This is an optimization exercise on Yosys and OpenROAD, whose aim is small area and a short achievable clock period, not a production implementation.
At most, simulation tests tie the RTL to the original design; equivalence was not proved.
For run 4, only the layout was checked, not whether the RTL still works.
No activity file was given, so power comes from the tool's default toggle rates.

**flow/config.mk**
```make
export PLATFORM = sky130hd
export DESIGN_NAME = processor_arm
export DESIGN_NICKNAME = processor_arm
export VERILOG_FILES = /design/flow/design.v
export SDC_FILE = /design/flow/constraint.sdc
export NUM_CORES = 8
export LEC_CHECK = 0
export CAP_MARGIN = 30
export CORE_MARGIN = 2
export CORE_UTILIZATION = 45
export CTS_CLUSTER_DIAMETER = 100
export CTS_CLUSTER_SIZE = 20
export PLACE_DENSITY = 0.55
export SETUP_SLACK_MARGIN = 5
export SLEW_MARGIN = 40
```
**flow/constraint.sdc**
```tcl
create_clock -name core_clock -period 8.5 [get_ports {CLOCK_50}]
set_input_delay 1.7000 -clock core_clock [delete_from_list [all_inputs] [get_ports {CLOCK_50}]]
set_output_delay 1.7000 -clock core_clock [all_outputs]
set_load 0.01 [all_outputs]
```
**flow/design.v**
```verilog
module alu (
    input  logic [63:0] fwd,
    input  logic [63:0] opA,
    input  logic [63:0] opX,
    input  logic        fwdA,
    input  logic        selFp,
    input  logic        selFn,
    input  logic        selX,
    input  logic        arith,
    input  logic        andOp,
    input  logic        orrOp,
    input  logic        sub,
    output logic [63:0] result
);
  logic [63:0] a, b;
  logic [64:0] sum;
  assign a = fwdA ? fwd : opA;
  assign b = ({64{selFp}} & fwd) | ({64{selFn}} & ~fwd) | ({64{selX}} & opX);
  assign sum = {a, sub} + {b, sub};
  assign result = ({64{arith}} & sum[64:1]) | ({64{andOp}} & a & b) | ({64{orrOp}} & (a | b));
endmodule
module processor_arm #(
    parameter N = 64
) (
    input logic CLOCK_50,
    reset,
    output logic [N-1:0] DM_writeData,
    DM_addr,
    output logic DM_writeEnable,
    output logic DM_readEnable,
    input logic [N-1:0] DM_readData,
    output logic [N-1:0] IM_addr,
    input logic [31:0] IM_readData
);
  logic clk;
  assign clk = CLOCK_50;
  logic [63:2] pc;
  logic isLDUR, isSTUR, isCBZ, isMOVZ, isADD, isSUB, isAND, isORR;
  logic [23:21] opD;
  logic [20:0] fldD;
  logic [4:0] rmD;
  logic cbzA;   
  logic bypLdA, bypAluA, keepA, bypLdB, bypAluB, keepB;
  logic [63:2] pcD;
  logic regWriteE, memReadE, memWriteE, branchE;
  logic fwdAE, fwdBE, selBFpE, selBFnE, selBXE, andE, orrE, subE, arithE;
  logic [4:0] rdE;
  logic [63:0] opAE, opBE, opXE;
  logic regWriteM, memReadM, memWriteM, takenM, loadWbM;
  logic [4:0] rdM;
  logic [63:0] aluM, wdM;
  logic [30:0][63:0] R;
  logic [30:0] valid;
  logic stall;
  always_ff @(posedge clk or posedge reset)
    if (reset) pc <= '0;
    else if (!stall) pc <= takenM ? aluM[63:2] : pc + 62'd1;
  assign IM_addr = {pc, 2'b00};
  logic [10:0] opF;
  logic isSTURF, isCBZF, isMOVZF;
  assign opF = IM_readData[31:21];
  assign isSTURF = opF == 11'b11111000000;
  assign isCBZF = opF[10:3] == 8'b10110100;
  assign isMOVZF = opF[10:2] == 9'b110100101;
  always_ff @(posedge clk or posedge reset)
    if (reset) begin
      isLDUR <= 1'b0;
      isSTUR <= 1'b0;
      isCBZ  <= 1'b0;
      isMOVZ <= 1'b0;
      isADD  <= 1'b0;
      isSUB  <= 1'b0;
      isAND  <= 1'b0;
      isORR  <= 1'b0;
    end else if (!stall) begin
      isLDUR <= opF == 11'b11111000010;
      isSTUR <= isSTURF;
      isCBZ  <= isCBZF;
      isMOVZ <= isMOVZF;
      isADD  <= opF == 11'b10001011000;
      isSUB  <= opF == 11'b11001011000;
      isAND  <= opF == 11'b10001010000;
      isORR  <= opF == 11'b10101010000;
    end
  logic [4:0] rnNext, rmNext;
  assign rnNext = stall ? fldD[9:5] : IM_readData[9:5];
  assign rmNext = stall ? rmD :
      (isSTURF || isCBZF || isMOVZF) ? IM_readData[4:0] : IM_readData[20:16];
  always_ff @(posedge clk)
    if (!stall) begin
      opD  <= IM_readData[23:21];
      fldD <= IM_readData[20:0];
      pcD  <= pc;
      cbzA <= isCBZF;
    end
  always_ff @(posedge clk) rmD <= rmNext;
  logic isR;
  assign isR = isADD | isSUB | isAND | isORR;
  logic [4:0] rnD, rdD;
  assign rnD = fldD[9:5];
  assign rdD = fldD[4:0];
  assign stall = memReadE && (rnD == rdE || rmD == rdE);
  logic [63:0] wbM;
  logic weRF;
  assign wbM  = loadWbM ? DM_readData : aluM;
  assign weRF = regWriteM && rdM != 5'd31;
  logic noRegA;
  logic [30:0] selA, selB;
  logic [63:0] rdA, rdB;
  logic [4:0] lowA, lowB;
  assign noRegA = isCBZ | isMOVZ;
  logic noRegNext;
  logic [30:0] validNext, selANext, selBNext;
  logic [4:0] lowANext, lowBNext;
  assign noRegNext = stall ? noRegA : (isCBZF || isMOVZF);
  for (genvar k = 0; k < 31; k++) begin : g_sel
    assign validNext[k] = valid[k] || (weRF && rdM == 5'(k));
    assign selANext[k]  = rnNext == 5'(k) && validNext[k] && !noRegNext;
    assign selBNext[k]  = rmNext == 5'(k) && validNext[k];
  end
  logic [31:0] validNext32;
  assign validNext32 = {1'b1, validNext};   
  assign lowANext = (!validNext32[rnNext] && !noRegNext) ? rnNext : 5'd0;
  assign lowBNext = !validNext32[rmNext] ? rmNext : 5'd0;
  logic hitA, hitB;
  assign hitA = regWriteE && rdE != 5'd31 && rdE == rnNext && !noRegNext;
  assign hitB = regWriteE && rdE != 5'd31 && rdE == rmNext;
  always_ff @(posedge clk) begin
    bypLdA  <= hitA && memReadE;
    bypAluA <= hitA && !memReadE;
    keepA   <= !hitA;
    bypLdB  <= hitB && memReadE;
    bypAluB <= hitB && !memReadE;
    keepB   <= !hitB;
    selA <= selANext;
    selB <= selBNext;
    lowA <= lowANext;
    lowB <= lowBNext;
  end
  logic [63:0] treeA, treeB;
  always_comb begin
    treeA = {64{cbzA}} & {pcD, 2'b00};
    treeB = '0;
    for (int k = 0; k < 31; k++) begin
      treeA = treeA | ({64{selA[k]}} & R[k]);
      treeB = treeB | ({64{selB[k]}} & R[k]);
    end
    treeA[4:0] = treeA[4:0] | lowA;
    treeB[4:0] = treeB[4:0] | lowB;
  end
  assign rdA = ({64{bypLdA}} & DM_readData) | ({64{bypAluA}} & aluM) | ({64{keepA}} & treeA);
  assign rdB = ({64{bypLdB}} & DM_readData) | ({64{bypAluB}} & aluM) | ({64{keepB}} & treeB);
  logic [63:0] immD;
  always_comb
    if (isMOVZ) immD = {48'd0, fldD[20:5]} << {opD[22:21], 4'd0};
    else if (isCBZ) immD = {{43{opD[23]}}, opD[23:21], fldD[20:5], 2'b00};
    else immD = {{55{fldD[20]}}, fldD[20:12]};
  always_ff @(posedge clk or posedge reset)
    if (reset) begin
      regWriteE <= 1'b0;
      memReadE  <= 1'b0;
      memWriteE <= 1'b0;
      branchE   <= 1'b0;
    end else begin
      regWriteE <= !stall && (isLDUR || isR || isMOVZ);
      memReadE  <= !stall && isLDUR;
      memWriteE <= !stall && isSTUR;
      branchE   <= !stall && isCBZ;
    end
  always_ff @(posedge clk) begin
    fwdAE   <= regWriteE && rdE != 5'd31 && rdE == rnD && !noRegA;
    fwdBE   <= regWriteE && rdE != 5'd31 && rdE == rmD;
    selBFpE <= (isADD || isAND || isORR) && regWriteE && rdE != 5'd31 && rdE == rmD;
    selBFnE <= isSUB && regWriteE && rdE != 5'd31 && rdE == rmD;
    selBXE  <= !(isR && regWriteE && rdE != 5'd31 && rdE == rmD);
    arithE  <= !(isAND || isORR);
    andE    <= isAND;
    orrE    <= isORR;
    subE    <= isSUB;
    rdE     <= rdD;
    opAE    <= rdA;
    opBE    <= rdB;
    opXE    <= isR ? (isSUB ? ~rdB : rdB) : immD;
  end
  logic [63:0] bfE, resE;
  assign bfE = fwdBE ? aluM : opBE;
  alu ALU (
      .fwd   (aluM),
      .opA   (opAE),
      .opX   (opXE),
      .fwdA  (fwdAE),
      .selFp (selBFpE),
      .selFn (selBFnE),
      .selX  (selBXE),
      .arith (arithE),
      .andOp (andE),
      .orrOp (orrE),
      .sub   (subE),
      .result(resE)
  );
  always_ff @(posedge clk or posedge reset)
    if (reset) begin
      regWriteM <= 1'b0;
      loadWbM   <= 1'b0;
      memReadM  <= 1'b0;
      memWriteM <= 1'b0;
      takenM    <= 1'b0;
    end else begin
      regWriteM <= regWriteE;
      loadWbM   <= memReadE && rdE != 5'd31;   
      memReadM  <= memReadE;
      memWriteM <= memWriteE;
      takenM    <= branchE && bfE == 64'd0;
    end
  always_ff @(posedge clk) begin
    rdM  <= rdE;
    aluM <= resE;
    wdM  <= bfE;
  end
  assign DM_addr = aluM;
  assign DM_writeData = wdM;
  assign DM_writeEnable = memWriteM;
  assign DM_readEnable = memReadM;
  for (genvar k = 0; k < 31; k++) begin : g_rf
    always_ff @(posedge clk) if (weRF && rdM == 5'(k)) R[k] <= wbM;
    always_ff @(posedge clk or posedge reset)
      if (reset) valid[k] <= 1'b0;
      else valid[k] <= validNext[k];
  end
endmodule
```
**flow/flow/run.sh**
```bash
#!/bin/bash
# Layout flow: the standard ORFS flow (standard.sh) with these changes:
#  - synthesis keeps the ALU (alu.sv, no registers) as its own module until the end,
#    maps it with ABC's delay-driven "map" (flow/abc_alu.script), and maps the rest with
#    flow/abc_top.script; the design is flattened afterwards as usual (synth_recipe.tcl),
#    so the registers are the standard synthesis's;
#  - input and output ports are buffered with buf_4;
#  - timing repair aims at a setup margin of 5.3 ns.
# ORFS writes each tool's log under orfs/logs; make's own output goes to flow.log.
set -euo pipefail
here=$(pwd)
rm -rf "$here/scripts_mod"
cp -r "$FLOW_HOME/scripts" "$here/scripts_mod"
python3 "$here/flow/patch_synth.py" "$here/scripts_mod/synth.tcl"
bash standard.sh \
  SCRIPTS_DIR="$here/scripts_mod" \
  SYNTH_HIERARCHICAL=1 \
  FAST_ABC_MODULES=alu \
  FAST_ABC_SCRIPT="$here/flow/abc_alu.script" \
  TOP_ABC_SCRIPT="$here/flow/abc_top.script" \
  BUFFER_PORTS_ARGS="-buffer_cell sky130_fd_sc_hd__buf_4" \
  SETUP_SLACK_MARGIN=5.3 \
  finish > "$here/flow.log" 2>&1
```
**flow/flow/abc_alu.script**
```
strash
dch
map -D 1000
buffer -c
topo
stime -c
upsize -c
dnsize -c
```
**flow/flow/abc_top.script**
```
&get -n
&st
&dch
&nf
&put
buffer -c
topo
stime -c
upsize -c
dnsize -c
```
**flow/flow/patch_synth.py**
```python
# Patch ORFS synth.tcl (copy) so that the modules in FAST_ABC_MODULES are mapped with
# FAST_ABC_SCRIPT and the top module with TOP_ABC_SCRIPT, instead of one ABC run for all.
import sys
p = sys.argv[1]
s = open(p).read()
old = """  log_cmd abc {*}$abc_args
} else {"""
new = """  if { [env_var_exists_and_non_empty FAST_ABC_MODULES] } {
    set map_args [lrange $abc_args 2 end]
    foreach m $::env(FAST_ABC_MODULES) {
      log_cmd abc -script $::env(FAST_ABC_SCRIPT) {*}$map_args $m
    }
    log_cmd abc -script $::env(TOP_ABC_SCRIPT) {*}$map_args $::env(DESIGN_NAME)
  } else {
    log_cmd abc {*}$abc_args
  }
} else {"""
assert s.count(old) == 1
open(p, 'w').write(s.replace(old, new))
```
**flow/standard.sh**
```bash
#!/bin/bash
# synth_recipe.tcl (not shown) runs the flow's synth.tcl, then flattens the netlist and writes it again
# the make line also repeats each setting of config.mk as NAME=value (left out here)
make -C /OpenROAD-flow-scripts/flow DESIGN_CONFIG=/design/flow/config.mk WORK_HOME=/design/flow/orfs CLKGATE_MAP_FILE= SYNTH_SCRIPT=/design/flow/synth_recipe.tcl "${@:-finish}"
```
==> results of run 1 <==
## flip-flops by register name (all words and copies together) (netlist names), 21 cells and up
name / count
R: 1984
aluM: 64
fldD: 21
opAE: 64
opBE: 64
opXE: 64
pc: 62
pcD: 62
selA: 31
selB: 31
valid: 31
wdM: 64
## cell type report
class                           instances  area, sq um
Fill cell                           21289       117400
Timing Repair Buffer                  895         8670
Inverter                              354         1416
Timing Repair inverter                  5        46.29
Multi-Input combinational cell       5387        38620
Clock buffer                          230         4160
Sequential cell                      2603        73960
Antenna cell                           63        157.7
Tap cell                             3330         4167
Clock inverter                         20        332.8
## routing by layer
| metal | GRT usage, % | part of all wire, % |
|---|---|---|
| met3 | 19.40 | 16 |
| met1 | 56.61 | 33 |
| met4 | 38.28 | 10 |
| met5 | 0.5068 | 0.12 |
| met2 | 66.25 | 40 |
## path summary, 6_finish.rpt
check	depth (start not counted)	slack [ns]	endpoint	start
worst max-delay path	6	4.91	opAE[2]$_DFF_P_	selA[28]$_DFF_P_
worst min-delay path	0	0.35	rdE[4]$_DFF_P_	fldD[4]$_DFFE_PN_
worst max register to register	6	4.91	opAE[2]$_DFF_P_	selA[28]$_DFF_P_
worst min register to register	0	0.35	rdE[4]$_DFF_P_	fldD[4]$_DFFE_PN_
max in group asynchronous	3	6.75	pc[6]$_DFFE_PP0N_	reset
min in group asynchronous	2	0.74	pc[31]$_DFFE_PP0N_	reset
## power by group
group / leakage, nW / switching (mW) / internal [mW]
clock network: 2.15 / 4.51 / 3.50
logic: 19.8 / 1.20 / 0.533
registers: 23.8 / 0.239 / 13.9
total: 45.8 / 5.96 / 18.0
## layout by cell type (no fill, tap or decap), drive strengths merged, types with 21 or more instances in the layout
cell type | netlist | routed
a21oi | 287 | 287
a221oi | 101 | 101
ha | 128 | 128
a222oi | 787 | 787
o21ai | 381 | 381
nand4 | 312 | 312
nor3 | 181 | 181
o21a | 19 | 21
clkbuf | 455 | 241
xnor2 | 69 | 69
mux2 | 138 | 140
inv | 352 | 363
o221ai | 25 | 25
dfxtp | 422 | 422
diode | 0 | 63
buf | 191 | 881
edfxtp | 2071 | 2071
and3 | 23 | 23
nand3 | 309 | 309
a22oi | 626 | 626
o211ai | 43 | 43
dfrtp | 110 | 110
nor4 | 33 | 33
a22o | 65 | 65
mux2i | 73 | 75
a221o | 41 | 41
xor2 | 42 | 42
nor2 | 470 | 470
a31oi | 32 | 32
nand2 | 985 | 985
## per-module statistics from Yosys, one instance, submodules excluded
module         flops+latches  cell area (sq um)  cells inside
alu                        0               9165          1740
processor_arm           2603             103600          7243
## Yosys cell counts, types with 11 or more instances
master	number
inv_1	347
nor3_1	175
edfxtp_1	2071
a221oi_1	101
a22o_1	65
nand2_1	980
nor2_1	469
nand4_1	311
and3_1	23
nor2b_1	11
xnor2_1	69
xor2_1	42
dfrtp_1	110
ha_1	128
o21bai_1	12
o31a_1	14
clkbuf_1	454
o22ai_1	18
buf_1	168
o211ai_1	41
a21oi_1	281
nor4_1	28
a221o_1	41
buf_2	18
o21ai_1	43
o21a_1	18
mux2_2	137
a222oi_1	787
a22oi_1	626
nand2b_1	20
a31oi_1	30
nand3_1	304
o21ai_0	335
mux2i_1	72
dfxtp_1	422
and2_1	15
o221ai_1	23
## logic make-up (layout without fill, tap and decap cells)
logic type | count (synthesis) | in the layout | share of synthesized area (%)
flops | 2603 | 2603 | 65.06
mux | 211 | 215 | 2.036
compound gates | 2533 | 2535 | 17.56
other cells | 1 | 65 | 0.003324
buf+inv | 1000 | 1504 | 3.371
simple gates | 2395 | 2395 | 9.675
xor+xnor | 111 | 111 | 0.8618
fa+ha+maj | 129 | 129 | 1.437
## what timing repair did
item | 4_1_cts | 5_1_grt
resized for setup | 585 | 446
endpoints found under the setup margin | 420 | 149
setup buffers | 236 | 81
cloned | 12 | 13
pin swaps | 49 | 77
==> impl_metrics.env, run 1 <==
export IMPL_status="no timing/DRC/antenna violations"
export IMPL_io_buffer_count=289
export IMPL_crit_top_cell="buf_4"
export IMPL_slew_headroom_pct=27.82
export IMPL_criticalPathCategory="reg2reg"
export IMPL_yosys_warnings=7
export IMPL_synth_top_cell_area_share_pct=55.13
export IMPL_placedInstanceArea_sq_mm=0.1200
export IMPL_synth_seq_area_share_pct=65.06
export IMPL_top_level_ports=292
export IMPL_syn_mean_instance_area_sq_um=12.56
export IMPL_netlist_instances=8983
export IMPL_peakVddDrop_uv=198.5
export IMPL_ctsHoldBuffers=0
export IMPL_worst_setup_path_start_kind="flip-flop"
export IMPL_grt_start_max_net_pins=90
export IMPL_worst_hold_path_type="reg2reg"
export IMPL_synth_flop_cell="edfxtp_1"
export IMPL_placement_rows=183
export IMPL_fin_area_sq_mm=0.1315
export IMPL_netlist_area_sq_mm=0.1128
export IMPL_power_per_cell_area_mw_per_mm2=181.9
export IMPL_final_setup_skew_ns=0.04866
export IMPL_worst_slack_ns=4.909
export IMPL_routed_wire_length_per_instance_microns=49.13
export IMPL_dp_worst_setup_slack_ns=3.539
export IMPL_worst_path_dominant_cell_family="buffers and inverters"
export IMPL_critical_path_arrival_ns=4.28
export IMPL_cts_inserted_buffers=151
export IMPL_critical_path_cell_chain="buf_4 > buf_4 > a222oi_1 > nand4_1 > nor3_1 > o21ai_0"
export IMPL_setup_worst_path_end_class="flip-flop"
export IMPL_finalMaxSlewViolations=0
export IMPL_final_layout_size_suffix_gt1_share_pct=20.61
export IMPL_cts_root_to_sink_buffers=3
export IMPL_critical_path_max_stage_delay_ns=0.79
export IMPL_grt_overflow_total=0
export IMPL_via_count=98934
export IMPL_number_of_nets_still_failing_antenna_checks_after_routing=0
export IMPL_grt_util_all_layers_pct=47.16
export IMPL_max_fclk_mhz=278.5
export IMPL_worst_ep_required_time_ns=9.19
export IMPL_post_synth_num_cell_types=88
export IMPL_globalplace_congestion=0.9891
export IMPL_clock_tree_from_tritoncts="done"
export IMPL_clock_sink_count=2603
export IMPL_instance_count_after_placement_with_tap_cells_included=12231
export IMPL_synthTopCellsByArea="edfxtp_1, dfxtp_1, a222oi_1, a22oi_1, nand2_1"
export IMPL_cp_slowest_cell="o21ai_0"
export IMPL_grt_first_pass_wirelength_microns=812300
export IMPL_area_growth_syn_to_layout_pct=16.59
export IMPL_core_area_sq_mm=0.2489
export IMPL_total_power_mw=23.93
export IMPL_drt_pass1_iter_count=17
export IMPL_cts_htree_levels=4
export IMPL_fp_dieArea_sq_mm=0.2547
export IMPL_grt_antenna_before_repair=82
export IMPL_setup_viol=0
export IMPL_clock_latency_ns=0.90
export IMPL_die_width_microns=504.7
export IMPL_timing_final_hold_violations=0
export IMPL_dp_final_hpwl_microns=381200
export IMPL_clk_tree_root_cell="clkbuf_16"
export IMPL_layout_core_utilization_pct=52.85
export IMPL_synthDominantAreaCellType="edfxtp_1"
export IMPL_vias_in_the_first_global_route=89931
export IMPL_final_hold_worst_slack_ns=0.3467
export IMPL_setup_total_negative_slack_ns=0
export IMPL_final_standard_cell_count_with_taps_included_and_fillers_excluded=12887
export IMPL_critical_path_n_buffers_inverters=2
export IMPL_drc_errors=0
export IMPL_ys_seq_elements=2603
export IMPL_rsz_0062_raised_after_global_routing="true"
export IMPL_drv_max_cap_violation_count=0
export IMPL_power_leakage_nw=45.79
export IMPL_die_boundary_height_microns=504.7
export IMPL_fin_nets=9624
export IMPL_drt_wl_total_microns=633100
export IMPL_postSynth_asyncResetShare_pct=4.226
export IMPL_synth_edf_count=2071
export IMPL_period_minus_slack_ns=3.591
export IMPL_vias_per_cell=7.677
export IMPL_detailed_route_iter0_violations=22442
export IMPL_start_util_pct=45.33
export IMPL_final_min_period_over_clock_period_pct=42.25
export IMPL_worstMarginPinSlew_ns=1.076
export IMPL_clk_pin_slew_worst_paths_ns=0.10
export IMPL_cp_max_fo=22
==> run 2: changes to the inputs <==
--- a/flow/flow/run.sh
+++ b/flow/flow/run.sh
@@ -5,7 +5,7 @@
 #    flow/abc_top.script; the design is flattened afterwards as usual (synth_recipe.tcl),
 #    so the registers are the standard synthesis's;
 #  - input and output ports are buffered with buf_4;
-#  - timing repair aims at a setup margin of 5.3 ns.
+#  - timing repair aims at a setup margin of 5.15 ns.
 # ORFS writes each tool's log under orfs/logs; make's own output goes to flow.log.
 set -euo pipefail
 here=$(pwd)
@@ -19,5 +19,5 @@
   FAST_ABC_SCRIPT="$here/flow/abc_alu.script" \
   TOP_ABC_SCRIPT="$here/flow/abc_top.script" \
   BUFFER_PORTS_ARGS="-buffer_cell sky130_fd_sc_hd__buf_4" \
-  SETUP_SLACK_MARGIN=5.3 \
+  SETUP_SLACK_MARGIN=5.15 \
   finish > "$here/flow.log" 2>&1
==> flow/flow/abc_top.script (replaced) <==
strash
dch
map -D 1500
buffer -c
topo
stime -c
upsize -c
dnsize -c
==> impl_metrics.env, run 2 <==
export IMPL_layout_commonest_cell="edfxtp_1"
export IMPL_netlist_instances=10221
export IMPL_fp_dieArea_sq_mm=0.2608
export IMPL_rsz_0062_raised_after_global_routing="true"
export IMPL_synth_flop_cell="edfxtp_1"
export IMPL_number_of_nets_still_failing_antenna_checks_after_routing=0
export IMPL_area_growth_syn_to_layout_pct=15.34
export IMPL_start_util_pct=45.12
export IMPL_worst_hold_path_type="reg2reg"
export IMPL_routed_wire_length_per_instance_microns=48.50
export IMPL_vias_per_cell=7.536
export IMPL_ctsHoldBuffers=0
export IMPL_reg2reg_from="selA[15]$_DFF_P_"
export IMPL_timing_final_hold_violations=0
export IMPL_synthDominantAreaCellType="edfxtp_1"
export IMPL_placement_rows=186
export IMPL_drt_wl_total_microns=683300
export IMPL_dp_final_hpwl_microns=427900
export IMPL_clock_latency_ns=0.90
export IMPL_final_setup_skew_ns=0.04583
export IMPL_multi_input_area_sq_mm=0.03973
export IMPL_fin_nets=10787
export IMPL_drv_max_cap_violation_count=0
export IMPL_worstMarginPinSlew_ns=1.070
export IMPL_slew_headroom_pct=28.65
export IMPL_ff_latch_area_sq_mm=0.07378
export IMPL_cp_slowest_cell="buf_4"
export IMPL_drt_pass1_iter_count=14
export IMPL_status="no timing/DRC/antenna violations"
export IMPL_peakVddDrop_uv=243.9
export IMPL_cts_inserted_buffers=153
export IMPL_cts_htree_levels=4
export IMPL_clock_sink_count=2603
export IMPL_final_hold_worst_slack_ns=0.3490
export IMPL_cts_root_to_sink_buffers=3
export IMPL_worst_ep_required_time_ns=9.25
export IMPL_die_width_microns=510.6
export IMPL_io_buffer_count=289
export IMPL_setup_worst_path_end_class="flip-flop"
export IMPL_grt_antenna_before_repair=102
export IMPL_max_fclk_mhz=274.4
export IMPL_clk_pin_slew_worst_paths_ns=0.09
export IMPL_critical_path_arrival_ns=4.39
export IMPL_die_boundary_height_microns=510.6
export IMPL_critical_path_max_stage_delay_ns=0.83
export IMPL_hold_crit_start="fldD[2]$_DFFE_PN_"
export IMPL_criticalPathCategory="reg2reg"
export IMPL_synthTopCellsByArea="edfxtp_1, a22oi_1, dfxtp_1, nand2_1, inv_1"
export IMPL_drc_errors=0
export IMPL_largest_register_ffs=1984
export IMPL_critical_path_cell_chain="buf_4 > buf_4 > a22oi_1 > nand4_1 > nor4_1 > nand4_1 > nand2_1 > o221ai_1"
export IMPL_cp_max_fo=29
export IMPL_clk_tree_root_cell="clkbuf_16"
export IMPL_setup_viol=0
export IMPL_nFillCells=22339
export IMPL_grt_util_all_layers_pct=50.18
export IMPL_yosys_warnings=7
export IMPL_finalMaxSlewViolations=0
export IMPL_ys_seq_elements=2603
export IMPL_synth_seq_area_share_pct=63.54
export IMPL_grt_start_max_net_pins=107
export IMPL_top_level_ports=292
export IMPL_post_synth_num_cell_types=76
export IMPL_commonest_non_fill_non_tap_cells_in_the_layout="edfxtp_1, nand2_1, a22oi_1, inv_1, buf_4"
export IMPL_postSynth_asyncResetShare_pct=4.226
export IMPL_via_count=106182
export IMPL_final_min_period_over_clock_period_pct=42.87
export IMPL_post_synth_top_count_cell="edfxtp_1"
export IMPL_clock_tree_from_tritoncts="done"
export IMPL_worst_setup_path_start_kind="flip-flop"
export IMPL_synth_top_cell_area_share_pct=53.84
export IMPL_worst_setup_path_startpoint="selA[15]$_DFF_P_"
export IMPL_detailed_route_iter0_violations=21344
export IMPL_synth_top_cells_by_count="edfxtp_1, nand2_1, a22oi_1"
export IMPL_period_minus_slack_ns=3.644
export IMPL_final_layout_size_suffix_gt1_share_pct=16.30
export IMPL_power_leakage_nw=47.04
export IMPL_largest_register="R"
export IMPL_power_per_cell_area_mw_per_mm2=178.7
export IMPL_vias_in_the_first_global_route=95204
export IMPL_netlist_area_sq_mm=0.1155
export IMPL_grt_first_pass_wirelength_microns=880200
export IMPL_core_area_sq_mm=0.2560
export IMPL_globalplace_congestion=1.052
export IMPL_synth_edf_count=2071
export IMPL_syn_mean_instance_area_sq_um=11.30
export IMPL_grt_overflow_total=0
export IMPL_setup_total_negative_slack_ns=0
export IMPL_layout_core_utilization_pct=52.04
[run 2: cell count changes in the layout (fill, tap and decap cells not counted), sizes merged, moves of 119 or more]
cell,previous run,this run
a222oi,787,0
a22oi,626,1351
nand2,985,1445
inv,363,787
o21ai,381,562
mux2,140,0
nor3,181,62
[run 2: path summary, 6_finish.rpt]
| path | endpoint | slack, ns | cells past startpoint |
|---|---|---|---|
| setup / recovery | opAE[13]$_DFF_P_ | 4.86 | 8 |
| hold / removal | rdE[2]$_DFF_P_ | 0.35 | 0 |
| setup reg to reg | opAE[13]$_DFF_P_ | 4.86 | 8 |
| hold reg to reg | rdE[2]$_DFF_P_ | 0.35 | 0 |
| max in group asynchronous | pc[45]$_DFFE_PP0N_ | 6.33 | 3 |
| min in group asynchronous | regWriteM$_DFF_PP0_ | 0.90 | 2 |
[run 2: metal layers]
metal	GRT usage [%]	wire length, microns	part of all wire (%)	up-vias
li1	-	-	-	39535
met1	60.87	230300	34	51970
met2	68.92	268400	39	11502
met3	25.51	120600	18	3122
met4	34.64	63350	9.3	53
met5	0	658	0.096	-
[run 2: cell type report]
cell class	count	share of cell area, %
repair buffers	812	5.817
well taps	3384	3.178
inverters	797	2.306
clock buffers	193	3.065
clock inverters	25	0.2836
diodes	83	0.1559
flip-flops and latches	2603	55.37
multi-input cells	6193	29.82
[run 2: power by group]
group          leakage, nW  total, mW  switching, mW  internal (mW)
sequential            23.8       14.2          0.276           14.0
combinational         21.1       1.45           1.05          0.394
clock                 2.17       8.12           4.62           3.51
total                 47.0       23.8           5.94           17.9
[run 2: modules after synthesis (local to each module, per instance)]
module         cells  times used  cell area (sq um)
alu             1740           1               9165
processor_arm   8481           1             106300
[run 2: logic make-up after synthesis]
logic type               after synthesis  share of synthesized area, %
AO/OA/AOI/OAI                       3092                         18.82
XOR/XNOR                              39                        0.2957
adder cells (fa/ha/maj)              129                         1.404
buffers and inverters               1430                         4.678
flip-flops                          2603                         63.54
multiplexers                           3                       0.02600
other                                  1                      0.003246
AND/OR/NAND/NOR                     2924                         11.23
[run 2: per-stage QoR]
stage               total power [mW]  worst slack [ns]  std cells  instance area [sq um]
CTS                            23.55             4.980      13912                 130700
finish                         23.80             4.856      14090                 133200
floorplan                      14.92             5.080      10222                 115800
global placement               15.72             4.040      13600                 123600
global route                   24.13             4.979      14017                 133000
detailed placement             15.75             4.015      13628                 124500
[run 2: critical path, delay by kind of cell (launching register included)]
kind | cells | cell delay [ns]
AOI/OAI and AO/OA | 2 | 0.52
DFF | 1 | 0.64
buffers and inverters | 2 | 1.56
and+or+nand+nor | 4 | 0.67
[run 2: timing repair]
action	4_1_cts	5_1_grt
setup endpoints to repair	304	151
pin swaps	32	69
gates cloned	6	6
buffers inserted	60	76
resized for setup	278	323
==> run 3: changes to the inputs <==
--- a/flow/flow/run.sh
+++ b/flow/flow/run.sh
@@ -5,7 +5,7 @@
 #    flow/abc_top.script; the design is flattened afterwards as usual (synth_recipe.tcl),
 #    so the registers are the standard synthesis's;
 #  - input and output ports are buffered with buf_4;
-#  - timing repair aims at a setup margin of 5.15 ns.
+#  - timing repair aims at a setup margin of 5.45 ns.
 # ORFS writes each tool's log under orfs/logs; make's own output goes to flow.log.
 set -euo pipefail
 here=$(pwd)
@@ -19,5 +19,5 @@
   FAST_ABC_SCRIPT="$here/flow/abc_alu.script" \
   TOP_ABC_SCRIPT="$here/flow/abc_top.script" \
   BUFFER_PORTS_ARGS="-buffer_cell sky130_fd_sc_hd__buf_4" \
-  SETUP_SLACK_MARGIN=5.15 \
+  SETUP_SLACK_MARGIN=5.45 \
   finish > "$here/flow.log" 2>&1
--- a/flow/config.mk
+++ b/flow/config.mk
@@ -5,11 +5,11 @@
 export SDC_FILE = /design/flow/constraint.sdc
 export NUM_CORES = 8
 export LEC_CHECK = 0
-export CAP_MARGIN = 30
+export CAP_MARGIN = 20
 export CORE_MARGIN = 2
 export CORE_UTILIZATION = 45
 export CTS_CLUSTER_DIAMETER = 100
 export CTS_CLUSTER_SIZE = 20
 export PLACE_DENSITY = 0.55
 export SETUP_SLACK_MARGIN = 5
-export SLEW_MARGIN = 40
+export SLEW_MARGIN = 25
==> impl_metrics.env, run 3 <==
export IMPL_postSynth_asyncResetShare_pct=4.226
export IMPL_drc_errors=0
export IMPL_synth_top_cell_area_share_pct=53.84
export IMPL_max_fclk_mhz=300.7
export IMPL_commonest_non_fill_non_tap_cells_in_the_layout="edfxtp_1, a22oi_1, nand2_1, buf_4, inv_1"
export IMPL_final_hold_worst_slack_ns=0.3489
export IMPL_period_minus_slack_ns=3.326
export IMPL_grt_antenna_before_repair=92
export IMPL_dp_final_hpwl_microns=424900
export IMPL_netlist_instances=10221
export IMPL_core_area_sq_mm=0.2560
export IMPL_vias_per_cell=7.565
export IMPL_worst_ep_required_time_ns=6.80
export IMPL_grt_overflow_total=0
export IMPL_worst_hold_path_type="reg2reg"
export IMPL_start_util_pct=45.12
export IMPL_cp_max_fo=2
export IMPL_post_synth_top_count_cell="edfxtp_1"
export IMPL_ys_seq_elements=2603
export IMPL_area_growth_syn_to_layout_pct=24.30
export IMPL_worstMarginPinSlew_ns=1.298
export IMPL_ctsHoldBuffers=0
export IMPL_layout_commonest_cell="edfxtp_1"
export IMPL_slew_headroom_pct=13.44
export IMPL_peakVddDrop_uv=238.8
export IMPL_number_of_nets_still_failing_antenna_checks_after_routing=0
export IMPL_nFillCells=21569
export IMPL_final_min_period_over_clock_period_pct=39.13
export IMPL_clock_tree_from_tritoncts="done"
export IMPL_critical_path_arrival_ns=1.63
export IMPL_clock_sink_count=2603
export IMPL_top_level_ports=292
export IMPL_cts_htree_levels=4
export IMPL_die_boundary_height_microns=510.6
export IMPL_setup_viol=0
export IMPL_cts_inserted_buffers=152
export IMPL_post_synth_num_cell_types=76
export IMPL_power_leakage_nw=51.28
export IMPL_synth_top_cells_by_count="edfxtp_1, nand2_1, a22oi_1"
export IMPL_placement_rows=186
export IMPL_largest_register_ffs=1984
export IMPL_netlist_area_sq_mm=0.1155
export IMPL_routed_wire_length_per_instance_microns=50.17
export IMPL_synth_edf_count=2071
export IMPL_criticalPathCategory="reg2out"
export IMPL_rsz_0062_raised_after_global_routing="true"
export IMPL_syn_mean_instance_area_sq_um=11.30
export IMPL_worst_slack_ns=5.174
export IMPL_synth_seq_area_share_pct=63.54
export IMPL_setup_worst_path_end_class="primary output"
export IMPL_finalMaxSlewViolations=0
export IMPL_timing_final_hold_violations=0
export IMPL_synth_flop_cell="edfxtp_1"
export IMPL_globalplace_congestion=1.038
export IMPL_drt_wl_total_microns=732200
export IMPL_power_per_cell_area_mw_per_mm2=168.1
export IMPL_vias_in_the_first_global_route=97328
export IMPL_status="no timing/DRC/antenna violations"
export IMPL_multi_input_area_sq_mm=0.04319
export IMPL_io_buffer_count=289
export IMPL_grt_start_max_net_pins=110
export IMPL_clk_pin_slew_worst_paths_ns=0.09
export IMPL_final_setup_skew_ns=0.04505
export IMPL_clock_latency_ns=0.91
export IMPL_die_width_microns=510.6
export IMPL_drv_max_cap_violation_count=0
export IMPL_fin_nets=11270
export IMPL_drt_pass1_iter_count=14
export IMPL_setup_total_negative_slack_ns=0
export IMPL_grt_first_pass_wirelength_microns=910200
export IMPL_grt_util_all_layers_pct=52.18
export IMPL_synthDominantAreaCellType="edfxtp_1"
export IMPL_fp_dieArea_sq_mm=0.2608
export IMPL_worst_setup_path_start_kind="flip-flop"
export IMPL_dp_worst_setup_slack_ns=4.277
export IMPL_via_count=110420
export IMPL_clk_tree_root_cell="clkbuf_16"
export IMPL_detailed_route_iter0_violations=23434
export IMPL_final_layout_size_suffix_gt1_share_pct=24.91
export IMPL_largest_register="R"
export IMPL_ff_latch_area_sq_mm=0.07403
export IMPL_cts_root_to_sink_buffers=3
export IMPL_yosys_warnings=7
export IMPL_synthTopCellsByArea="edfxtp_1, a22oi_1, dfxtp_1, nand2_1, inv_1"
-- run 3: final timing paths --
check	startpoint	endpoint	slack, ns	depth (start not counted)
setup / recovery	pc[6]$_DFFE_PP0N_	IM_addr[6]	5.17	2
hold / removal	fldD[0]$_DFFE_PN_	rdE[0]$_DFF_P_	0.35	0
setup reg to reg	selB[16]$_DFF_P_	opXE[23]$_DFF_P_	5.23	11
hold reg to reg	fldD[0]$_DFFE_PN_	rdE[0]$_DFF_P_	0.35	0
max in group asynchronous	reset	pc[62]$_DFFE_PP0N_	6.18	3
min in group asynchronous	reset	memReadM$_DFF_PP0_	0.93	2
-- run 3: cells by family after synthesis --
logic type / count (synthesis) / share of synthesized area (%)
flops: 2603 / 63.54
compound gates: 3092 / 18.82
simple gates: 2924 / 11.23
other cells: 1 / 0.003246
fa+ha+maj: 129 / 1.404
mux: 3 / 0.02600
xor+xnor: 39 / 0.2957
buf+inv: 1430 / 4.678
-- run 3: timing repair --
item	4_1_cts	5_1_grt
buffers inserted	297	307
endpoints found under the setup margin	1244	587
pin swaps	131	286
gates cloned	28	32
resized for setup	1189	819
-- run 3: metal layers --
metal | track usage, % | vias up | share of wire [%]
met5 | 1.224 | - | 0.28
met4 | 39.17 | 75 | 11
met3 | 27.16 | 3571 | 18
met2 | 70.99 | 12334 | 38
met1 | 62.12 | 53861 | 32
li1 | - | 40579 | -
-- run 3: report_power, final --
group	internal, mW	switching, mW
clock	3.45	4.65
combinational	0.613	1.28
sequential	14.0	0.187
total	18.0	6.11
-- run 3: area by class of cell --
cell class	instances	area share, %
inverter	797	2.191
antenna	90	0.1569
tap	3384	2.949
sequential	2603	51.56
multi-input combinational	6193	30.08
timing repair buffer	1296	9.968
clock buffer	211	2.870
clock inverter	22	0.2222
-- run 3: per-module statistics from Yosys, one instance, submodules excluded --
| module | copies in the design | flip-flops and latches |
|---|---|---|
| alu | 1 | 0 |
| processor_arm | 1 | 2603 |
-- run 3: worst max-delay path, cell delays in order (launching register included) --
cell and delay, ns:
dfrtp_2 0.44, buf_12 0.14, buf_8 0.14
-- run 3: stage by stage --
step                area [sq um]  utilization, %  instances  power (mW)
finish                    143600           56.09      14596       24.13
global placement          123700           48.32      13596       15.72
detailed placement        123900           48.42      13600       15.73
global route              143400           56.01      14517       24.43
CTS                       136200           53.19      14158       23.67
floorplan                 115900               -      10222       14.92
==> run 4: changes to the inputs <==
--- a/flow/design.v
+++ b/flow/design.v
@@ -15,7 +15,7 @@
   logic [63:0] a, b;
   logic [64:0] sum;
   assign a = fwdA ? fwd : opA;
-  assign b = ({64{selFp}} & fwd) | ({64{selFn}} & ~fwd) | ({64{selX}} & opX);
+  assign b = ({64{selFp}} & fwd) | ({64{selFn}} & ~fwd) | ({64{selX}} & (opX ^ {64{sub}}));
   assign sum = {a, sub} + {b, sub};
   assign result = ({64{arith}} & sum[64:1]) | ({64{andOp}} & a & b) | ({64{orrOp}} & (a | b));
 endmodule
@@ -39,8 +39,7 @@
   logic [23:21] opD;
   logic [20:0] fldD;
   logic [4:0] rmD;
-  logic cbzA;   
-  logic bypLdA, bypAluA, keepA, bypLdB, bypAluB, keepB;
+  logic bypRawA, bypRawB;   
   logic [63:2] pcD;
   logic regWriteE, memReadE, memWriteE, branchE;
   logic fwdAE, fwdBE, selBFpE, selBFnE, selBXE, andE, orrE, subE, arithE;
@@ -91,9 +90,16 @@
       opD  <= IM_readData[23:21];
       fldD <= IM_readData[20:0];
       pcD  <= pc;
-      cbzA <= isCBZF;
     end
   always_ff @(posedge clk) rmD <= rmNext;
+  always_ff @(posedge clk or posedge reset)
+    if (reset) begin
+      bypRawA <= 1'b0;
+      bypRawB <= 1'b0;
+    end else begin
+      bypRawA <= regWriteE && rdE != 5'd31 && rdE == rnNext;
+      bypRawB <= regWriteE && rdE != 5'd31 && rdE == rmNext;
+    end
   logic isR;
   assign isR = isADD | isSUB | isAND | isORR;
   logic [4:0] rnD, rdD;
@@ -104,11 +110,13 @@
   logic weRF;
   assign wbM  = loadWbM ? DM_readData : aluM;
   assign weRF = regWriteM && rdM != 5'd31;
-  logic noRegA;
+  logic noRegA, bypA, bypB;
   logic [30:0] selA, selB;
   logic [63:0] rdA, rdB;
   logic [4:0] lowA, lowB;
   assign noRegA = isCBZ | isMOVZ;
+  assign bypA = bypRawA && !noRegA;
+  assign bypB = bypRawB;
   logic noRegNext;
   logic [30:0] validNext, selANext, selBNext;
   logic [4:0] lowANext, lowBNext;
@@ -116,22 +124,18 @@
   for (genvar k = 0; k < 31; k++) begin : g_sel
     assign validNext[k] = valid[k] || (weRF && rdM == 5'(k));
     assign selANext[k]  = rnNext == 5'(k) && validNext[k] && !noRegNext;
-    assign selBNext[k]  = rmNext == 5'(k) && validNext[k];
+    assign selBNext[k]  = validNext[k] && (stall ? rmD == 5'(k) :
+        (isSTURF || isCBZF || isMOVZF) ? IM_readData[4:0] == 5'(k) : IM_readData[20:16] == 5'(k));
   end
   logic [31:0] validNext32;
   assign validNext32 = {1'b1, validNext};   
   assign lowANext = (!validNext32[rnNext] && !noRegNext) ? rnNext : 5'd0;
-  assign lowBNext = !validNext32[rmNext] ? rmNext : 5'd0;
-  logic hitA, hitB;
-  assign hitA = regWriteE && rdE != 5'd31 && rdE == rnNext && !noRegNext;
-  assign hitB = regWriteE && rdE != 5'd31 && rdE == rmNext;
+  logic [4:0] lowB4, lowB20, lowBHold;
+  assign lowB4    = !validNext32[IM_readData[4:0]] ? IM_readData[4:0] : 5'd0;
+  assign lowB20   = !validNext32[IM_readData[20:16]] ? IM_readData[20:16] : 5'd0;
+  assign lowBHold = !validNext32[rmD] ? rmD : 5'd0;
+  assign lowBNext = stall ? lowBHold : (isSTURF || isCBZF || isMOVZF) ? lowB4 : lowB20;
   always_ff @(posedge clk) begin
-    bypLdA  <= hitA && memReadE;
-    bypAluA <= hitA && !memReadE;
-    keepA   <= !hitA;
-    bypLdB  <= hitB && memReadE;
-    bypAluB <= hitB && !memReadE;
-    keepB   <= !hitB;
     selA <= selANext;
     selB <= selBNext;
     lowA <= lowANext;
@@ -139,7 +143,7 @@
   end
   logic [63:0] treeA, treeB;
   always_comb begin
-    treeA = {64{cbzA}} & {pcD, 2'b00};
+    treeA = {64{isCBZ}} & {pcD, 2'b00};
     treeB = '0;
     for (int k = 0; k < 31; k++) begin
       treeA = treeA | ({64{selA[k]}} & R[k]);
@@ -148,13 +152,16 @@
     treeA[4:0] = treeA[4:0] | lowA;
     treeB[4:0] = treeB[4:0] | lowB;
   end
-  assign rdA = ({64{bypLdA}} & DM_readData) | ({64{bypAluA}} & aluM) | ({64{keepA}} & treeA);
-  assign rdB = ({64{bypLdB}} & DM_readData) | ({64{bypAluB}} & aluM) | ({64{keepB}} & treeB);
+  assign rdA = ({64{bypA && loadWbM}} & DM_readData) | ({64{bypA && !loadWbM}} & aluM) |
+               ({64{!bypA}} & treeA);
+  assign rdB = ({64{bypB && loadWbM}} & DM_readData) | ({64{bypB && !loadWbM}} & aluM) |
+               ({64{!bypB}} & treeB);
   logic [63:0] immD;
   always_comb
     if (isMOVZ) immD = {48'd0, fldD[20:5]} << {opD[22:21], 4'd0};
     else if (isCBZ) immD = {{43{opD[23]}}, opD[23:21], fldD[20:5], 2'b00};
-    else immD = {{55{fldD[20]}}, fldD[20:12]};
+    else if (isLDUR || isSTUR) immD = {{55{fldD[20]}}, fldD[20:12]};
+    else immD = '0;
   always_ff @(posedge clk or posedge reset)
     if (reset) begin
       regWriteE <= 1'b0;
@@ -180,7 +187,7 @@
     rdE     <= rdD;
     opAE    <= rdA;
     opBE    <= rdB;
-    opXE    <= isR ? (isSUB ? ~rdB : rdB) : immD;
+    opXE    <= ({64{isR}} & rdB) | immD;   
   end
   logic [63:0] bfE, resE;
   assign bfE = fwdBE ? aluM : opBE;
--- a/flow/flow/run.sh
+++ b/flow/flow/run.sh
@@ -5,7 +5,7 @@
 #    flow/abc_top.script; the design is flattened afterwards as usual (synth_recipe.tcl),
 #    so the registers are the standard synthesis's;
 #  - input and output ports are buffered with buf_4;
-#  - timing repair aims at a setup margin of 5.45 ns.
+#  - timing repair aims at a setup margin of 5.3 ns.
 # ORFS writes each tool's log under orfs/logs; make's own output goes to flow.log.
 set -euo pipefail
 here=$(pwd)
@@ -19,5 +19,5 @@
   FAST_ABC_SCRIPT="$here/flow/abc_alu.script" \
   TOP_ABC_SCRIPT="$here/flow/abc_top.script" \
   BUFFER_PORTS_ARGS="-buffer_cell sky130_fd_sc_hd__buf_4" \
-  SETUP_SLACK_MARGIN=5.45 \
+  SETUP_SLACK_MARGIN=5.3 \
   finish > "$here/flow.log" 2>&1
==> flow/flow/abc_top.script (replaced) <==
&get -n
&st
&dch
&nf
&put
buffer -c
topo
stime -c
upsize -c
dnsize -c
--- a/flow/config.mk
+++ b/flow/config.mk
@@ -5,11 +5,11 @@
 export SDC_FILE = /design/flow/constraint.sdc
 export NUM_CORES = 8
 export LEC_CHECK = 0
-export CAP_MARGIN = 20
+export CAP_MARGIN = 30
 export CORE_MARGIN = 2
 export CORE_UTILIZATION = 45
 export CTS_CLUSTER_DIAMETER = 100
 export CTS_CLUSTER_SIZE = 20
 export PLACE_DENSITY = 0.55
 export SETUP_SLACK_MARGIN = 5
-export SLEW_MARGIN = 25
+export SLEW_MARGIN = 40
==> impl_metrics.env, run 4 <==
export IMPL_status="no timing/DRC/antenna violations"
export IMPL_grt_util_all_layers_pct=47.82
export IMPL_synthTopCellsByArea="edfxtp_1, dfxtp_1, a222oi_1, a22oi_1, nand2_1"
export IMPL_grt_overflow_total=0
export IMPL_final_setup_skew_ns=0.05531
export IMPL_critical_path_max_stage_delay_ns=0.89
export IMPL_ff_latch_area_sq_mm=0.07391
export IMPL_power_per_cell_area_mw_per_mm2=211.9
export IMPL_setup_viol=0
export IMPL_routed_wire_length_per_instance_microns=48.86
export IMPL_critical_path_n_buffers_inverters=1
export IMPL_vias_per_cell=7.703
export IMPL_post_synth_top_count_cell="edfxtp_1"
export IMPL_synth_seq_area_share_pct=64.93
export IMPL_critical_path_arrival_ns=4.23
export IMPL_detailed_route_iter0_violations=24895
export IMPL_cp_slowest_cell="dfxtp_4"
export IMPL_die_width_microns=504.8
export IMPL_setup_worst_path_end_class="flip-flop"
export IMPL_core_area_sq_mm=0.2491
export IMPL_switching_share_pct=29.80
export IMPL_clock_sink_count=2598
export IMPL_layout_commonest_cell="edfxtp_1"
export IMPL_worst_setup_path_start_kind="flip-flop"
export IMPL_commonest_non_fill_non_tap_cells_in_the_layout="edfxtp_1, nand2_1, a222oi_1, buf_4, a22oi_1"
export IMPL_postSynth_asyncResetShare_pct=4.311
export IMPL_criticalPathCategory="reg2reg"
export IMPL_timing_final_hold_violations=0
export IMPL_cts_htree_levels=4
export IMPL_worst_path_dominant_cell_family="compound AO/OA/AOI/OAI gates"
export IMPL_synth_top_cell_area_share_pct=55.07
export IMPL_via_count=100703
export IMPL_cts_inserted_buffers=151
export IMPL_placement_rows=183
export IMPL_grt_first_pass_wirelength_microns=823700
export IMPL_die_boundary_height_microns=504.8
export IMPL_clk_tree_root_cell="clkbuf_16"
export IMPL_finalMaxSlewViolations=0
export IMPL_nFillCells=21089
export IMPL_synth_flop_cell="edfxtp_1"
export IMPL_drt_wl_total_microns=638800
export IMPL_synth_xor_xnor_area_share_pct=0.6750
export IMPL_clkPwrFrac_pct=28.2
export IMPL_instance_count_after_placement_with_tap_cells_included=12399
export IMPL_netlist_instances=9141
export IMPL_start_util_pct=45.31
export IMPL_multi_input_area_sq_mm=0.03900
export IMPL_cts_root_to_sink_buffers=3
export IMPL_synth_top_cells_by_count="edfxtp_1, nand2_1, a222oi_1"
export IMPL_final_min_period_over_clock_period_pct=40.36
export IMPL_netlist_area_sq_mm=0.1129
export IMPL_period_minus_slack_ns=3.431
export IMPL_final_standard_cell_count_with_taps_included_and_fillers_excluded=13074
export IMPL_rsz_0062_raised_after_global_routing="true"
export IMPL_cp_max_fo=26
export IMPL_vias_in_the_first_global_route=91162
export IMPL_total_switching_power_mw=8.388
export IMPL_largest_register="R"
export IMPL_ys_seq_elements=2598
export IMPL_fp_dieArea_sq_mm=0.2549
export IMPL_dp_final_hpwl_microns=387100
export IMPL_synth_mux_area_share_pct=1.802
export IMPL_max_fclk_mhz=291.5
export IMPL_share_seq_of_total_power_pct=54.6
export IMPL_area_growth_syn_to_layout_pct=17.70
export IMPL_synthAdderAreaFrac_pct=1.437
export IMPL_post_synth_num_cell_types=93
export IMPL_drc_errors=0
export IMPL_largest_register_ffs=1984
export IMPL_setup_total_negative_slack_ns=0
export IMPL_pwr_share_comb_pct=17.1
export IMPL_grt_start_max_net_pins=86
export IMPL_fin_nets=9806
export IMPL_peakVddDrop_uv=162.9
export IMPL_slew_headroom_pct=31.73
export IMPL_synth_top_family_by_area="compound AO/OA/AOI/OAI gates"
export IMPL_synth_simple_gate_area_share_pct=10.61
export IMPL_number_of_nets_still_failing_antenna_checks_after_routing=0
export IMPL_power_leakage_nw=46.87
export IMPL_io_buffer_count=289
export IMPL_worstMarginPinSlew_ns=1.024
export IMPL_critical_path_cell_chain="buf_4 > a22o_1 > a221oi_1 > nand3_1 > nor2_1 > nand3_1 > nor3_4 > a21oi_1 > a21oi_1 > nand2_1"
export IMPL_worst_hold_path_type="reg2reg"
export IMPL_internal_power_mw=19.76
export IMPL_top_level_ports=292
export IMPL_synth_compound_area_share_pct=16.77
export IMPL_grt_antenna_before_repair=91
export IMPL_ctsHoldBuffers=0
export IMPL_worst_ep_required_time_ns=9.30
export IMPL_total_power_mw=28.15
export IMPL_synth_edf_count=2070
export IMPL_final_layout_size_suffix_gt1_share_pct=21.24
export IMPL_clock_tree_from_tritoncts="done"
export IMPL_clk_pin_slew_worst_paths_ns=0.10
export IMPL_syn_mean_instance_area_sq_um=12.35
export IMPL_drv_max_cap_violation_count=0
export IMPL_globalplace_congestion=1.104
export IMPL_synthDominantAreaCellType="edfxtp_1"
export IMPL_clock_latency_ns=0.90
export IMPL_drt_pass1_iter_count=14
export IMPL_yosys_warnings=7
[run 4: kinds of logic (layout without fill, tap and decap cells)]
| family | count (synthesis) | after routing |
|---|---|---|
| fa+ha+maj | 129 | 129 |
| simple gates | 2597 | 2597 |
| buf+inv | 1122 | 1662 |
| xor+xnor | 87 | 87 |
| other cells | 1 | 62 |
| flops | 2598 | 2598 |
| mux | 174 | 174 |
| compound gates | 2433 | 2435 |
[run 4: path summary, 6_finish.rpt]
check	start	to	slack, ns	cells after the start
setup / recovery	selB[5]$_DFF_P_	opXE[12]$_DFF_P_	5.07	10
hold / removal	fldD[1]$_DFFE_PN_	rdE[1]$_DFF_P_	0.35	0
setup reg to reg	selB[5]$_DFF_P_	opXE[12]$_DFF_P_	5.07	10
hold reg to reg	fldD[1]$_DFFE_PN_	rdE[1]$_DFF_P_	0.35	0
max in group asynchronous	reset	pc[51]$_DFFE_PP0N_	6.22	3
min in group asynchronous	reset	valid[16]$_DFF_PP0_	0.94	2
[run 4: per-layer routing]
layer / GRT usage, % / vias up / routed length, microns
met5: 1.745 / - / 1237
met4: 37.03 / 74 / 64160
met3: 24.64 / 2958 / 115900
met2: 65.45 / 10849 / 252400
met1: 56.24 / 49474 / 205100
li1: - / 37348 / -
[run 4: layout make-up]
cell class	count	share of cell area (%)
Sequential cell	2598	55.63
Inverter	466	1.371
Clock buffer	239	3.157
Clock inverter	19	0.1931
Multi-Input combinational cell	5424	29.35
Timing Repair Buffer	932	7.015
Antenna cell	60	0.1130
Tap cell	3330	3.136
Timing Repair inverter	6	0.03014
[run 4: modules after synthesis, one instance, submodules excluded]
module	flops+latches	times used
processor_arm	2598	1
alu	0	1
[run 4: what timing repair did]
item                       in CTS  in global routing
setup endpoints to repair    1253                644
buffers inserted              217                105
gates cloned                   17                 17
resized for setup             602                466
pin swaps                      29                120
[run 4: power groups by stage]
stage                     combinational [mW]  sequential [mW]  clock [mW]
after floorplan                         1.66             15.4           0
after global placement                  3.30             15.8           0
after detailed placement                3.39             15.8           0
after CTS                               4.05             15.3        7.88
after global routing                    4.89             15.4        8.30
final                                   4.82             15.4        7.95
[run 4: metrics by stage]
stage	utilization [%]	setup WS, ns	instance area, sq um	hold slack, ns
global placement	48.05	3.871	119700	0.3267
detailed placement	48.41	4.013	120600	0.3307
global route	53.28	5.128	132700	0.3641
finish	53.33	5.069	132900	0.3489
floorplan	-	4.267	113200	0.3233
CTS	51.93	5.139	129400	0.3505

re-timing with driven ports:
In the flow no input, the clock included, has a driving cell. The finished layouts below were timed again as built, in two steps. Step 1: set_driving_cell puts a clkbuf_16 on CLOCK_50 and a buf_2 on each other input, an assumption about the parent block. Step 2 also shifts input and output timing later by t, the mid clock arrival at the registers, as if the neighbouring blocks saw the same clock. Three values: ideal ports, drivers, drivers and shift; two values: the first two.
run	shift t [ns]	slack for setup (ns)	cell pins on the clock port's net
run 1	0.968	4.909 / 4.909 / 4.204	1
run 2	0.976	4.856 / 4.856 / 4.404	1
run 3	1.003	5.174 / 5.061 / 4.397	1
run 4	0.968	5.069 / 5.021 / 4.424	1
After both steps setup and hold are still met in every run listed. For run 3, which loses most, drivers alone change the setup slack by -0.113 ns; drivers and shift together by -0.777 ns.
